Context: an optimization exercise on an open-source flow, tuned for small area, a short achievable clock period and few clock cycles per item. The choices shown serve that exercise and are no tape-out recipe. For this run, only the layout was checked, not whether the RTL still works. Power and IR drop assume default switching activity.

==> flow/design.v <==
module divider (clk, quot, rem, fin, dvdend, dvsor, reset);
	output [31:0] quot;
	output [63:0] rem;
	output fin;
	input [63:0] dvdend;
	input [31:0] dvsor;
	input clk, reset;
	reg [31:0] r;     
	reg [31:0] q;     
	reg [4:0] cnt;    
	reg ld;           
	reg fin;
	reg [31:0] d;     
	wire [31:0] a = {r[30:0], q[31]};
	wire [31:0] p = a ^ ~d;
	wire [31:0] g0 = {a[31:1] & ~d[31:1], a[0] | ~d[0]};
	wire [31:0] p0 = p;
	wire g1_1 = g0[1] | (p0[1] & g0[0]);
	wire p1_1 = p0[1] & p0[0];
	wire g1_2 = g0[2] | (p0[2] & g0[1]);
	wire p1_2 = p0[2] & p0[1];
	wire g1_3 = g0[3] | (p0[3] & g0[2]);
	wire p1_3 = p0[3] & p0[2];
	wire g1_4 = g0[4] | (p0[4] & g0[3]);
	wire p1_4 = p0[4] & p0[3];
	wire g1_5 = g0[5] | (p0[5] & g0[4]);
	wire p1_5 = p0[5] & p0[4];
	wire g1_6 = g0[6] | (p0[6] & g0[5]);
	wire p1_6 = p0[6] & p0[5];
	wire g1_7 = g0[7] | (p0[7] & g0[6]);
	wire p1_7 = p0[7] & p0[6];
	wire g1_8 = g0[8] | (p0[8] & g0[7]);
	wire p1_8 = p0[8] & p0[7];
	wire g1_9 = g0[9] | (p0[9] & g0[8]);
	wire p1_9 = p0[9] & p0[8];
	wire g1_10 = g0[10] | (p0[10] & g0[9]);
	wire p1_10 = p0[10] & p0[9];
	wire g1_11 = g0[11] | (p0[11] & g0[10]);
	wire p1_11 = p0[11] & p0[10];
	wire g1_12 = g0[12] | (p0[12] & g0[11]);
	wire p1_12 = p0[12] & p0[11];
	wire g1_13 = g0[13] | (p0[13] & g0[12]);
	wire p1_13 = p0[13] & p0[12];
	wire g1_14 = g0[14] | (p0[14] & g0[13]);
	wire p1_14 = p0[14] & p0[13];
	wire g1_15 = g0[15] | (p0[15] & g0[14]);
	wire p1_15 = p0[15] & p0[14];
	wire g1_16 = g0[16] | (p0[16] & g0[15]);
	wire p1_16 = p0[16] & p0[15];
	wire g1_17 = g0[17] | (p0[17] & g0[16]);
	wire p1_17 = p0[17] & p0[16];
	wire g1_18 = g0[18] | (p0[18] & g0[17]);
	wire p1_18 = p0[18] & p0[17];
	wire g1_19 = g0[19] | (p0[19] & g0[18]);
	wire p1_19 = p0[19] & p0[18];
	wire g1_20 = g0[20] | (p0[20] & g0[19]);
	wire p1_20 = p0[20] & p0[19];
	wire g1_21 = g0[21] | (p0[21] & g0[20]);
	wire p1_21 = p0[21] & p0[20];
	wire g1_22 = g0[22] | (p0[22] & g0[21]);
	wire p1_22 = p0[22] & p0[21];
	wire g1_23 = g0[23] | (p0[23] & g0[22]);
	wire p1_23 = p0[23] & p0[22];
	wire g1_24 = g0[24] | (p0[24] & g0[23]);
	wire p1_24 = p0[24] & p0[23];
	wire g1_25 = g0[25] | (p0[25] & g0[24]);
	wire p1_25 = p0[25] & p0[24];
	wire g1_26 = g0[26] | (p0[26] & g0[25]);
	wire p1_26 = p0[26] & p0[25];
	wire g1_27 = g0[27] | (p0[27] & g0[26]);
	wire p1_27 = p0[27] & p0[26];
	wire g1_28 = g0[28] | (p0[28] & g0[27]);
	wire p1_28 = p0[28] & p0[27];
	wire g1_29 = g0[29] | (p0[29] & g0[28]);
	wire p1_29 = p0[29] & p0[28];
	wire g1_30 = g0[30] | (p0[30] & g0[29]);
	wire p1_30 = p0[30] & p0[29];
	wire g1_31 = g0[31] | (p0[31] & g0[30]);
	wire p1_31 = p0[31] & p0[30];
	wire g2_2 = g1_2 | (p1_2 & g0[0]);
	wire p2_2 = p1_2 & p0[0];
	wire g2_3 = g1_3 | (p1_3 & g1_1);
	wire p2_3 = p1_3 & p1_1;
	wire g2_4 = g1_4 | (p1_4 & g1_2);
	wire p2_4 = p1_4 & p1_2;
	wire g2_5 = g1_5 | (p1_5 & g1_3);
	wire p2_5 = p1_5 & p1_3;
	wire g2_6 = g1_6 | (p1_6 & g1_4);
	wire p2_6 = p1_6 & p1_4;
	wire g2_7 = g1_7 | (p1_7 & g1_5);
	wire p2_7 = p1_7 & p1_5;
	wire g2_8 = g1_8 | (p1_8 & g1_6);
	wire p2_8 = p1_8 & p1_6;
	wire g2_9 = g1_9 | (p1_9 & g1_7);
	wire p2_9 = p1_9 & p1_7;
	wire g2_10 = g1_10 | (p1_10 & g1_8);
	wire p2_10 = p1_10 & p1_8;
	wire g2_11 = g1_11 | (p1_11 & g1_9);
	wire p2_11 = p1_11 & p1_9;
	wire g2_12 = g1_12 | (p1_12 & g1_10);
	wire p2_12 = p1_12 & p1_10;
	wire g2_13 = g1_13 | (p1_13 & g1_11);
	wire p2_13 = p1_13 & p1_11;
	wire g2_14 = g1_14 | (p1_14 & g1_12);
	wire p2_14 = p1_14 & p1_12;
	wire g2_15 = g1_15 | (p1_15 & g1_13);
	wire p2_15 = p1_15 & p1_13;
	wire g2_16 = g1_16 | (p1_16 & g1_14);
	wire p2_16 = p1_16 & p1_14;
	wire g2_17 = g1_17 | (p1_17 & g1_15);
	wire p2_17 = p1_17 & p1_15;
	wire g2_18 = g1_18 | (p1_18 & g1_16);
	wire p2_18 = p1_18 & p1_16;
	wire g2_19 = g1_19 | (p1_19 & g1_17);
	wire p2_19 = p1_19 & p1_17;
	wire g2_20 = g1_20 | (p1_20 & g1_18);
	wire p2_20 = p1_20 & p1_18;
	wire g2_21 = g1_21 | (p1_21 & g1_19);
	wire p2_21 = p1_21 & p1_19;
	wire g2_22 = g1_22 | (p1_22 & g1_20);
	wire p2_22 = p1_22 & p1_20;
	wire g2_23 = g1_23 | (p1_23 & g1_21);
	wire p2_23 = p1_23 & p1_21;
	wire g2_24 = g1_24 | (p1_24 & g1_22);
	wire p2_24 = p1_24 & p1_22;
	wire g2_25 = g1_25 | (p1_25 & g1_23);
	wire p2_25 = p1_25 & p1_23;
	wire g2_26 = g1_26 | (p1_26 & g1_24);
	wire p2_26 = p1_26 & p1_24;
	wire g2_27 = g1_27 | (p1_27 & g1_25);
	wire p2_27 = p1_27 & p1_25;
	wire g2_28 = g1_28 | (p1_28 & g1_26);
	wire p2_28 = p1_28 & p1_26;
	wire g2_29 = g1_29 | (p1_29 & g1_27);
	wire p2_29 = p1_29 & p1_27;
	wire g2_30 = g1_30 | (p1_30 & g1_28);
	wire p2_30 = p1_30 & p1_28;
	wire g2_31 = g1_31 | (p1_31 & g1_29);
	wire p2_31 = p1_31 & p1_29;
	wire g3_4 = g2_4 | (p2_4 & g0[0]);
	wire p3_4 = p2_4 & p0[0];
	wire g3_5 = g2_5 | (p2_5 & g1_1);
	wire p3_5 = p2_5 & p1_1;
	wire g3_6 = g2_6 | (p2_6 & g2_2);
	wire p3_6 = p2_6 & p2_2;
	wire g3_7 = g2_7 | (p2_7 & g2_3);
	wire p3_7 = p2_7 & p2_3;
	wire g3_8 = g2_8 | (p2_8 & g2_4);
	wire p3_8 = p2_8 & p2_4;
	wire g3_9 = g2_9 | (p2_9 & g2_5);
	wire p3_9 = p2_9 & p2_5;
	wire g3_10 = g2_10 | (p2_10 & g2_6);
	wire p3_10 = p2_10 & p2_6;
	wire g3_11 = g2_11 | (p2_11 & g2_7);
	wire p3_11 = p2_11 & p2_7;
	wire g3_12 = g2_12 | (p2_12 & g2_8);
	wire p3_12 = p2_12 & p2_8;
	wire g3_13 = g2_13 | (p2_13 & g2_9);
	wire p3_13 = p2_13 & p2_9;
	wire g3_14 = g2_14 | (p2_14 & g2_10);
	wire p3_14 = p2_14 & p2_10;
	wire g3_15 = g2_15 | (p2_15 & g2_11);
	wire p3_15 = p2_15 & p2_11;
	wire g3_16 = g2_16 | (p2_16 & g2_12);
	wire p3_16 = p2_16 & p2_12;
	wire g3_17 = g2_17 | (p2_17 & g2_13);
	wire p3_17 = p2_17 & p2_13;
	wire g3_18 = g2_18 | (p2_18 & g2_14);
	wire p3_18 = p2_18 & p2_14;
	wire g3_19 = g2_19 | (p2_19 & g2_15);
	wire p3_19 = p2_19 & p2_15;
	wire g3_20 = g2_20 | (p2_20 & g2_16);
	wire p3_20 = p2_20 & p2_16;
	wire g3_21 = g2_21 | (p2_21 & g2_17);
	wire p3_21 = p2_21 & p2_17;
	wire g3_22 = g2_22 | (p2_22 & g2_18);
	wire p3_22 = p2_22 & p2_18;
	wire g3_23 = g2_23 | (p2_23 & g2_19);
	wire p3_23 = p2_23 & p2_19;
	wire g3_24 = g2_24 | (p2_24 & g2_20);
	wire p3_24 = p2_24 & p2_20;
	wire g3_25 = g2_25 | (p2_25 & g2_21);
	wire p3_25 = p2_25 & p2_21;
	wire g3_26 = g2_26 | (p2_26 & g2_22);
	wire p3_26 = p2_26 & p2_22;
	wire g3_27 = g2_27 | (p2_27 & g2_23);
	wire p3_27 = p2_27 & p2_23;
	wire g3_28 = g2_28 | (p2_28 & g2_24);
	wire p3_28 = p2_28 & p2_24;
	wire g3_29 = g2_29 | (p2_29 & g2_25);
	wire p3_29 = p2_29 & p2_25;
	wire g3_30 = g2_30 | (p2_30 & g2_26);
	wire p3_30 = p2_30 & p2_26;
	wire g3_31 = g2_31 | (p2_31 & g2_27);
	wire p3_31 = p2_31 & p2_27;
	wire g4_8 = g3_8 | (p3_8 & g0[0]);
	wire p4_8 = p3_8 & p0[0];
	wire g4_9 = g3_9 | (p3_9 & g1_1);
	wire p4_9 = p3_9 & p1_1;
	wire g4_10 = g3_10 | (p3_10 & g2_2);
	wire p4_10 = p3_10 & p2_2;
	wire g4_11 = g3_11 | (p3_11 & g2_3);
	wire p4_11 = p3_11 & p2_3;
	wire g4_12 = g3_12 | (p3_12 & g3_4);
	wire p4_12 = p3_12 & p3_4;
	wire g4_13 = g3_13 | (p3_13 & g3_5);
	wire p4_13 = p3_13 & p3_5;
	wire g4_14 = g3_14 | (p3_14 & g3_6);
	wire p4_14 = p3_14 & p3_6;
	wire g4_15 = g3_15 | (p3_15 & g3_7);
	wire p4_15 = p3_15 & p3_7;
	wire g4_16 = g3_16 | (p3_16 & g3_8);
	wire p4_16 = p3_16 & p3_8;
	wire g4_17 = g3_17 | (p3_17 & g3_9);
	wire p4_17 = p3_17 & p3_9;
	wire g4_18 = g3_18 | (p3_18 & g3_10);
	wire p4_18 = p3_18 & p3_10;
	wire g4_19 = g3_19 | (p3_19 & g3_11);
	wire p4_19 = p3_19 & p3_11;
	wire g4_20 = g3_20 | (p3_20 & g3_12);
	wire p4_20 = p3_20 & p3_12;
	wire g4_21 = g3_21 | (p3_21 & g3_13);
	wire p4_21 = p3_21 & p3_13;
	wire g4_22 = g3_22 | (p3_22 & g3_14);
	wire p4_22 = p3_22 & p3_14;
	wire g4_23 = g3_23 | (p3_23 & g3_15);
	wire p4_23 = p3_23 & p3_15;
	wire g4_24 = g3_24 | (p3_24 & g3_16);
	wire p4_24 = p3_24 & p3_16;
	wire g4_25 = g3_25 | (p3_25 & g3_17);
	wire p4_25 = p3_25 & p3_17;
	wire g4_26 = g3_26 | (p3_26 & g3_18);
	wire p4_26 = p3_26 & p3_18;
	wire g4_27 = g3_27 | (p3_27 & g3_19);
	wire p4_27 = p3_27 & p3_19;
	wire g4_28 = g3_28 | (p3_28 & g3_20);
	wire p4_28 = p3_28 & p3_20;
	wire g4_29 = g3_29 | (p3_29 & g3_21);
	wire p4_29 = p3_29 & p3_21;
	wire g4_30 = g3_30 | (p3_30 & g3_22);
	wire p4_30 = p3_30 & p3_22;
	wire g4_31 = g3_31 | (p3_31 & g3_23);
	wire p4_31 = p3_31 & p3_23;
	wire g5_16 = g4_16 | (p4_16 & g0[0]);
	wire p5_16 = p4_16 & p0[0];
	wire g5_17 = g4_17 | (p4_17 & g1_1);
	wire p5_17 = p4_17 & p1_1;
	wire g5_18 = g4_18 | (p4_18 & g2_2);
	wire p5_18 = p4_18 & p2_2;
	wire g5_19 = g4_19 | (p4_19 & g2_3);
	wire p5_19 = p4_19 & p2_3;
	wire g5_20 = g4_20 | (p4_20 & g3_4);
	wire p5_20 = p4_20 & p3_4;
	wire g5_21 = g4_21 | (p4_21 & g3_5);
	wire p5_21 = p4_21 & p3_5;
	wire g5_22 = g4_22 | (p4_22 & g3_6);
	wire p5_22 = p4_22 & p3_6;
	wire g5_23 = g4_23 | (p4_23 & g3_7);
	wire p5_23 = p4_23 & p3_7;
	wire g5_24 = g4_24 | (p4_24 & g4_8);
	wire p5_24 = p4_24 & p4_8;
	wire g5_25 = g4_25 | (p4_25 & g4_9);
	wire p5_25 = p4_25 & p4_9;
	wire g5_26 = g4_26 | (p4_26 & g4_10);
	wire p5_26 = p4_26 & p4_10;
	wire g5_27 = g4_27 | (p4_27 & g4_11);
	wire p5_27 = p4_27 & p4_11;
	wire g5_28 = g4_28 | (p4_28 & g4_12);
	wire p5_28 = p4_28 & p4_12;
	wire g5_29 = g4_29 | (p4_29 & g4_13);
	wire p5_29 = p4_29 & p4_13;
	wire g5_30 = g4_30 | (p4_30 & g4_14);
	wire p5_30 = p4_30 & p4_14;
	wire g5_31 = g4_31 | (p4_31 & g4_15);
	wire p5_31 = p4_31 & p4_15;
	wire [31:0] c = {g5_30, g5_29, g5_28, g5_27, g5_26, g5_25, g5_24, g5_23, g5_22, g5_21, g5_20, g5_19, g5_18, g5_17, g5_16, g4_15, g4_14, g4_13, g4_12, g4_11, g4_10, g4_9, g4_8, g3_7, g3_6, g3_5, g3_4, g2_3, g2_2, g1_1, g0[0], 1'b1};    
	wire [31:0] diff = p ^ c;
	wire nb = r[31] | g5_31;    
	always @(posedge clk) begin
		ld <= reset;
		d <= dvsor;
		if (reset) begin
			fin <= 1'b0;
			cnt <= 5'd0;
		end else if (!ld) begin
			cnt <= cnt + 5'd1;
			if (cnt == 5'd31)
				fin <= 1'b1;
		end
		if (ld) begin
			r <= dvdend[63:32];
			q <= dvdend[31:0];
		end else begin
			r <= nb ? diff : a;
			q <= {q[30:0], nb};
		end
	end
	assign quot = q;
	assign rem = {r, 32'h0};
endmodule
==> flow/flow/run.sh <==
#!/bin/bash
# Standard layout, with the port buffers made of the smallest buffer cell.
set -euo pipefail
export BUFFER_PORTS_ARGS="-buffer_cell sky130_fd_sc_hd__buf_1"
export SKIP_REPAIR_TIE_FANOUT=1
bash standard.sh > standard.log 2>&1
==> flow/standard.sh <==
#!/bin/bash
# synth_recipe.tcl (not shown) runs the flow's synth.tcl, then flattens the netlist and writes it again
# the make line also repeats each setting of config.mk as NAME=value (left out here)
make -C /OpenROAD-flow-scripts/flow DESIGN_CONFIG=/design/flow/config.mk WORK_HOME=/design/flow/orfs CLKGATE_MAP_FILE= SYNTH_SCRIPT=/design/flow/synth_recipe.tcl "${@:-finish}"
==> flow/config.mk <==
export PLATFORM = sky130hd
export DESIGN_NAME = divider
export DESIGN_NICKNAME = divider
export VERILOG_FILES = /design/flow/design.v
export SDC_FILE = /design/flow/constraint.sdc
export NUM_CORES = 4
export LEC_CHECK = 0
export ABC_AREA = 1
export CAP_MARGIN = 20
export CORE_MARGIN = 2
export CORE_UTILIZATION = 40
export SETUP_SLACK_MARGIN = 4.5
export SLEW_MARGIN = 20
==> flow/constraint.sdc <==
create_clock -name core_clock -period 7.0 [get_ports {clk}]
set_input_delay 1.4000 -clock core_clock [delete_from_list [all_inputs] [get_ports {clk}]]
set_output_delay 1.4000 -clock core_clock [all_outputs]
set_load 0.01 [all_outputs]
==> flow_metrics.env <==
export IMPL_final_nets=1281
export IMPL_timing_rr_start="q[31]"
export IMPL_critPathArrivalTime_ns=0.96
export IMPL_fp_row_count=45
export IMPL_multiInputGateArea_um2=3310
export IMPL_grt_overflow=0
export IMPL_grt_first_pass_wirelength_um=29200
export IMPL_via_per_inst=4.50
export IMPL_grt_antenna_before_repair=0
export IMPL_drtIter0Drc=324
export IMPL_ys_types=34
export IMPL_die_area_um2=16800
export IMPL_setup_tns_final_ns=0
export IMPL_async_flop_share=0
export IMPL_p_leak_nw=3.99
export IMPL_critPathRequiredTime_ns=5.60
export IMPL_h_tree_depth=3
export IMPL_clk_path_buf_depth=2
export IMPL_synth_nets=1152
export IMPL_syn_area_um2=6320
export IMPL_period_share=0.338
export IMPL_initial_core_util=0.413
export IMPL_final_core_util=0.476
export IMPL_layout_drive_gt1_share=0.0382
export IMPL_clkSinkCount=103
export IMPL_cts_root_buf="clkbuf_16"
export IMPL_drv_cap=0
export IMPL_wirelength_um=17700
export IMPL_fin_skew_ns=0.0126
export IMPL_drc_errors=0
export IMPL_grt_setup_unrepaired="false"
export IMPL_min_delay_worst_endpoint="q[31]"
export IMPL_diodes=0
export IMPL_run_status="timing/DRC/antenna clean"
export IMPL_post_place_ws_ns=3.95
export IMPL_reg2reg_setup_slack_ns=4.69
export IMPL_track_usage=0.221
export IMPL_drtAntennaViolNets=0
export IMPL_ir_drop_mv=0.155
export IMPL_seqCellArea_um2=2060
export IMPL_crit_family="flip-flops"
export IMPL_cp_start_kind="flop"
export IMPL_numCtsBuffers=9
export IMPL_die_height_um=130
export IMPL_core_um2=15300
export IMPL_syn_avg_cell_area_um2=6.20
export IMPL_fmax_mhz=423
export IMPL_power_mw=3.09
export IMPL_synth_edf_count=0
export IMPL_timing_final_ws_setup_ns=4.64
export IMPL_insertion_delay_ns=0.37
export IMPL_synth_seq_area_share=0.326
export IMPL_vias=6142
export IMPL_cp_cell_sequence="buf_1"
export IMPL_first_global_vias=5994
export IMPL_dpl_hpwl_um=13700
export IMPL_areaGrowthSynthToFinish_pct=15.4
export IMPL_gp_congestion=0.960
export IMPL_slew_headroom=0.538
export IMPL_min_delay_start="q[30]"
export IMPL_fillerInstances=1727
export IMPL_hold_class="reg -> reg"
export IMPL_crit_buf_inv=1
export IMPL_yosys_register_bits=103
export IMPL_holdPathStages=2
export IMPL_synthCells=1019
export IMPL_synthFlopType="dfxtp_1"
export IMPL_firstDrtPassIters=5
export IMPL_slew_viol_final=0
export IMPL_clkTransAtPathRegs_ns=0.07
export IMPL_ios=195
export IMPL_hold_viol=0
export IMPL_reg2reg_to="r[30]"
export IMPL_crit_path_top_delay_cell="dfxtp_1"
export IMPL_cts_tree="yes"
export IMPL_pwr_density_cell_nw_per_um2=423
export IMPL_worst_pin_slew_ns=0.692
export IMPL_period_needed_ns=2.36
export IMPL_end_kind="output port"
export IMPL_die_width_um=130
export IMPL_grt_max_degree=69
export IMPL_port_buffers=162
export IMPL_crit_type="reg -> out"
export IMPL_finalSetupViolations=0
export IMPL_max_stage_delay_ns=0.43
export IMPL_critPathMaxFanout=3
export IMPL_wl_per_cell_um=13.0
export IMPL_yosys_warnings=1
export IMPL_rr_worst_depth=17
area by class of cell:
class / instances / area share
clock buffer: 9 / 0.0309
clock inverter: 7 / 0.0130
inverter: 172 / 0.0885
multi-input combinational: 691 / 0.454
sequential: 103 / 0.283
tap: 211 / 0.0362
timing repair buffer: 171 / 0.0943
metal layers:
metal  track usage  vias to the layer above  wire length [um]
met4        0.0500                        0               250
li1              -                     3282                 -
met3        0.0705                       16              1310
met2         0.364                      181              7930
met5             0                        -                 0
met1         0.285                     2663              8250
state kept, by name (all words and copies together) (netlist names):
name	count
cnt	5
d	32
fin	1
ld	1
q	32
r	32
kinds of logic (layout without fill, tap and decap cells):
| group | Yosys count | count (layout) | share of synthesized area |
|---|---|---|---|
| flip-flops | 103 | 103 | 0.326 |
| buffers and inverters | 227 | 359 | 0.158 |
| AND/OR/NAND/NOR | 613 | 615 | 0.403 |
| AO/OA/AOI/OAI | 25 | 25 | 0.0208 |
| adder cells (fa/ha/maj) | 35 | 35 | 0.0705 |
| other | 1 | 1 | 0.000593 |
| XOR/XNOR | 15 | 15 | 0.0208 |
how the worst max path moves through the flow:
stage / from / to / slack (ns) / depth (start not counted)
after floorplan: q[31] / r[22] / 4.86 / 16
after global placement: q[31] / r[25] / 4.02 / 16
after detailed placement: q[31] / r[18] / 3.95 / 16
after CTS: d[24] / r[30] / 4.57 / 13
after global routing: q[31] / r[29] / 4.51 / 16
final: r[8] / rem[40] / 4.64 / 1
what timing repair did:
item,CTS,global route
endpoints found under the setup margin,33,31
buffers inserted,4,2
gates cloned,2,0
pin swaps,1,2
hold buffers,0,0
resized for setup,2,3
metrics by stage:
stage / std cells / area (um^2) / hold slack (ns)
floorplan: 1019 / 6320 / 0.444
global placement: 1340 / 6870 / 0.431
detailed placement: 1340 / 6870 / 0.429
CTS: 1362 / 7270 / 0.452
global route: 1364 / 7290 / 0.469
finish: 1364 / 7290 / 0.448
synth_stat cells (all sizes together) (2+ instances only):
cell type  instances  area, um^2
nand2            456        1730
inv              171         642
dfxtp            103        2060
nand3             63         320
nor2              49         196
buf               41         300
ha                34         425
a21oi             21         109
nand3b            17         128
clkbuf            14        52.6
xnor2             13         114
nand4              9        56.3
nor3               8        45.0
and2               6        37.5
and3               3        18.8
o21ai              3        15.0
xor2               2        17.5
layout by cell type, fill, tap and decap left out, types with 2 or more instances in the layout:
| cell | instances |
|---|---|
| clkinv_8 | 4 |
| nand2_4 | 3 |
| and2_1 | 6 |
| nand2_2 | 2 |
| nor3_1 | 7 |
| nand3b_1 | 17 |
| nor2_2 | 2 |
| and3_1 | 3 |
| nand3_1 | 62 |
| a21oi_1 | 20 |
| inv_1 | 168 |
| dfxtp_1 | 102 |
| inv_8 | 2 |
| inv_2 | 4 |
| xnor2_1 | 13 |
| nor2_1 | 46 |
| clkbuf_16 | 9 |
| nand2_1 | 451 |
| ha_1 | 34 |
| buf_4 | 8 |
| o21ai_0 | 3 |
| buf_1 | 162 |
| nand4_1 | 9 |
| xor2_1 | 2 |
power breakdown:
part	internal [mW]	switching, mW
clock network	0.259	0.270
logic	0.623	1.12
registers	0.715	0.0969
total	1.60	1.49

-- what the ideal ports hide --
How much do the figures lean on ideal ports? The routed layout below was timed once more, with nothing changed but the port constraints.
Step 1 (the two cells are an assumption about what drives the block):
set clk [get_ports {clk}]
set_driving_cell -lib_cell sky130_fd_sc_hd__clkbuf_16 $clk
set_driving_cell -lib_cell sky130_fd_sc_hd__buf_2 [delete_from_list [all_inputs] $clk]
Step 2, shift: input delay + t, output delay - t, t = (earliest + latest rising clock arrival at the registers) / 2. This alone moves slack from input paths to output paths.
a / b / c = ideal / step 1 / step 2; a / b = the first two.
t (ns): 0.405
setup WS [ns]: 4.636 / 4.594 / 4.691
worst setup path after step 2: register to register
worst slew at a driven data input, ns: 0.05
cell pins on the clock port's net: 1
After both steps setup and hold are still met in this run. The setup slack of this run moves by -0.042 ns with the drivers and by +0.055 ns with both steps.
